Context: an optimization exercise on an open-source flow, tuned for small area. The choices shown serve that exercise and are no tape-out recipe. The RTL was checked by simulation tests, not by an equivalence proof against the original design.

== run D ==
## ChipInterface
module ChipInterface
  (output logic [6:0] HEX7, HEX6,
  output logic [7:0] LEDG,
  input logic [17:0] SW,
  input logic [3:0] KEY,
  input logic CLOCK_50);
clock: 12.0 ns
lec_check: 0
cap_margin: 20
core_margin: 2
core_utilization: 40
slew_margin: 20
standard.sh (not shown) runs the stock make flow with config.mk's settings and CLKGATE_MAP_FILE= SYNTH_SCRIPT=/design/flow/synth_recipe.tcl, a recipe that flattens the netlist after the stock synthesis.
==> flow/flow/run.sh <==
#!/bin/bash
# Own layout flow: the standard flow, with
#  - synthesis mapped by several area-oriented abc scripts (flow/cand*.abc), keeping the
#    smallest mapping, and no adder-cell extraction; registers are mapped exactly as in the
#    standard synthesis, before abc runs,
#  - port buffers made of buf_1 cells,
#  - clock tree synthesis without dummy loads, with clkbuf_4 buffers.
set -euo pipefail
W=$PWD
export ADDER_MAP_FILE=
export OWN_ABC_DIR=$W/flow
export BUFFER_PORTS_ARGS="-buffer_cell sky130_fd_sc_hd__buf_1"
export CTS_ARGS="-repair_clock_nets -dont_use_dummy_load -buf_list sky130_fd_sc_hd__clkbuf_8 -distance_between_buffers 1000 -wire_unit 100"
cat flow/abc_override.tcl synth_recipe.tcl > own_synth.tcl
sed "s#SYNTH_SCRIPT=[^ ']*#SYNTH_SCRIPT=$W/own_synth.tcl#" standard.sh > own_standard.sh
grep -q "SYNTH_SCRIPT=$W/own_synth.tcl" own_standard.sh
bash own_standard.sh > own_flow.log 2>&1
==> flow/flow/abc_override.tcl <==
# Map with several area-oriented abc scripts (flow/cand*.abc) in place of ORFS's speed script,
# without a delay target, and keep the mapping with the smallest cell area.
proc abc {args} {
  set i [lsearch -exact $args -D]
  if { $i >= 0 } {
    set args [lreplace $args $i [expr { $i + 1 }]]
  }
  set si [lsearch -exact $args -script]
  set lib [lindex $args [expr { [lsearch -exact $args -liberty] + 1 }]]
  yosys design -save own_pre_abc
  set best ""
  foreach script [lsort [glob $::env(OWN_ABC_DIR)/cand*.abc]] {
    yosys design -load own_pre_abc
    lset args [expr { $si + 1 }] $script
    yosys abc {*}$args
    set out [yosys tee -q -s result.string stat -liberty $lib]
    regexp {Chip area for module[^:]*:\s*([0-9.]+)} $out -> area
    puts "abc candidate $script: area $area"
    if { $best eq "" || $area < $best } {
      set best $area
      yosys design -save own_best_abc
    }
  }
  yosys design -load own_best_abc
  puts "abc best area: $best"
}
==> flow/flow/cand09.abc <==
strash
dch -f
amap
topo
For run F, these inputs were changed with respect to run D:
==> flow/flow/run.sh <==
#!/bin/bash
# Own layout flow: the standard flow, with
#  - synthesis mapped by an area-oriented abc script and no adder-cell extraction
#    (registers are mapped exactly as in the standard synthesis, before abc),
#  - port buffers made of buf_1 cells,
#  - clock tree synthesis without dummy loads.
set -euo pipefail
W=$PWD
export ADDER_MAP_FILE=
export AREA_ABC_SCRIPT=$W/flow/area.abc
export BUFFER_PORTS_ARGS="-buffer_cell sky130_fd_sc_hd__buf_1"
export CTS_ARGS="-sink_clustering_enable -repair_clock_nets -dont_use_dummy_load -buf_list sky130_fd_sc_hd__clkbuf_4"
cat flow/abc_override.tcl synth_recipe.tcl > own_synth.tcl
sed "s#SYNTH_SCRIPT=[^ ']*#SYNTH_SCRIPT=$W/own_synth.tcl#" standard.sh > own_standard.sh
grep -q "SYNTH_SCRIPT=$W/own_synth.tcl" own_standard.sh
bash own_standard.sh > own_flow.log 2>&1
==> flow/flow/abc_override.tcl <==
# Run Yosys's abc with an area-oriented script (flow/area.abc) in place of ORFS's speed script,
# and without a delay target, so that abc maps for area.
proc abc {args} {
  set i [lsearch -exact $args -script]
  if { $i >= 0 } {
    lset args [expr { $i + 1 }] $::env(AREA_ABC_SCRIPT)
  }
  set i [lsearch -exact $args -D]
  if { $i >= 0 } {
    set args [lreplace $args $i [expr { $i + 1 }]]
  }
  puts "abc override: $args"
  yosys abc {*}$args
}
==> flow/flow/area.abc (new file) <==
strash
&get -n
&st
&deepsyn -T 120
&dch -f
&nf -R 1000
&put
topo
removed: flow/flow/cand09.abc
Notes after the runs:
- Across both runs, synthesis-to-layout area growth was lower for run F than for run D.
- Run F ended up with sky130_fd_sc_hd__edfxtp_1 as its critical path's slowest cell; run D ended up with sky130_fd_sc_hd__o21ai_0.
- There was hardly any difference in I/O pin total between run F and run D.
- Final cell count ends up lower on run F.
- Run F: cell area after placement is 80 µm² lower than what run D reported.
- When run F is measured against run D, its global-route usage turns out 0.90 points lower.
- Looking at number of inserted filler cells in the final layout, run F sits below run D.

[what the ideal ports hide]
In the flow no input, the clock included, has a driving cell. The finished layouts below were timed again as built, in two steps. Step 1 (the two cells are an assumption about what drives the block):
set clk [get_ports {CLOCK_50}]
set_driving_cell -lib_cell sky130_fd_sc_hd__clkbuf_16 $clk
set_driving_cell -lib_cell sky130_fd_sc_hd__buf_2 [delete_from_list [all_inputs] $clk]
Step 2 times the ports against the registers' clock, not the clock port: input delays grow and output delays shrink by t, the midpoint of the rising clock arrivals with the driver on. Slacks: ideal ports / drivers / drivers and shift; pairs: ideal ports / drivers.
run | shift t [ns] | slack for setup (ns) | worst register clock-pin slew, ns | worst slew at a driven data input, ns
run D | 0.293 | 4.665 / 4.643 / 4.936 | 0.06 / 0.06 | 0.03
run F | 0.332 | 4.833 / 4.812 / 5.144 | 0.09 / 0.09 | 0.03
After both steps every run listed still meets setup and hold.
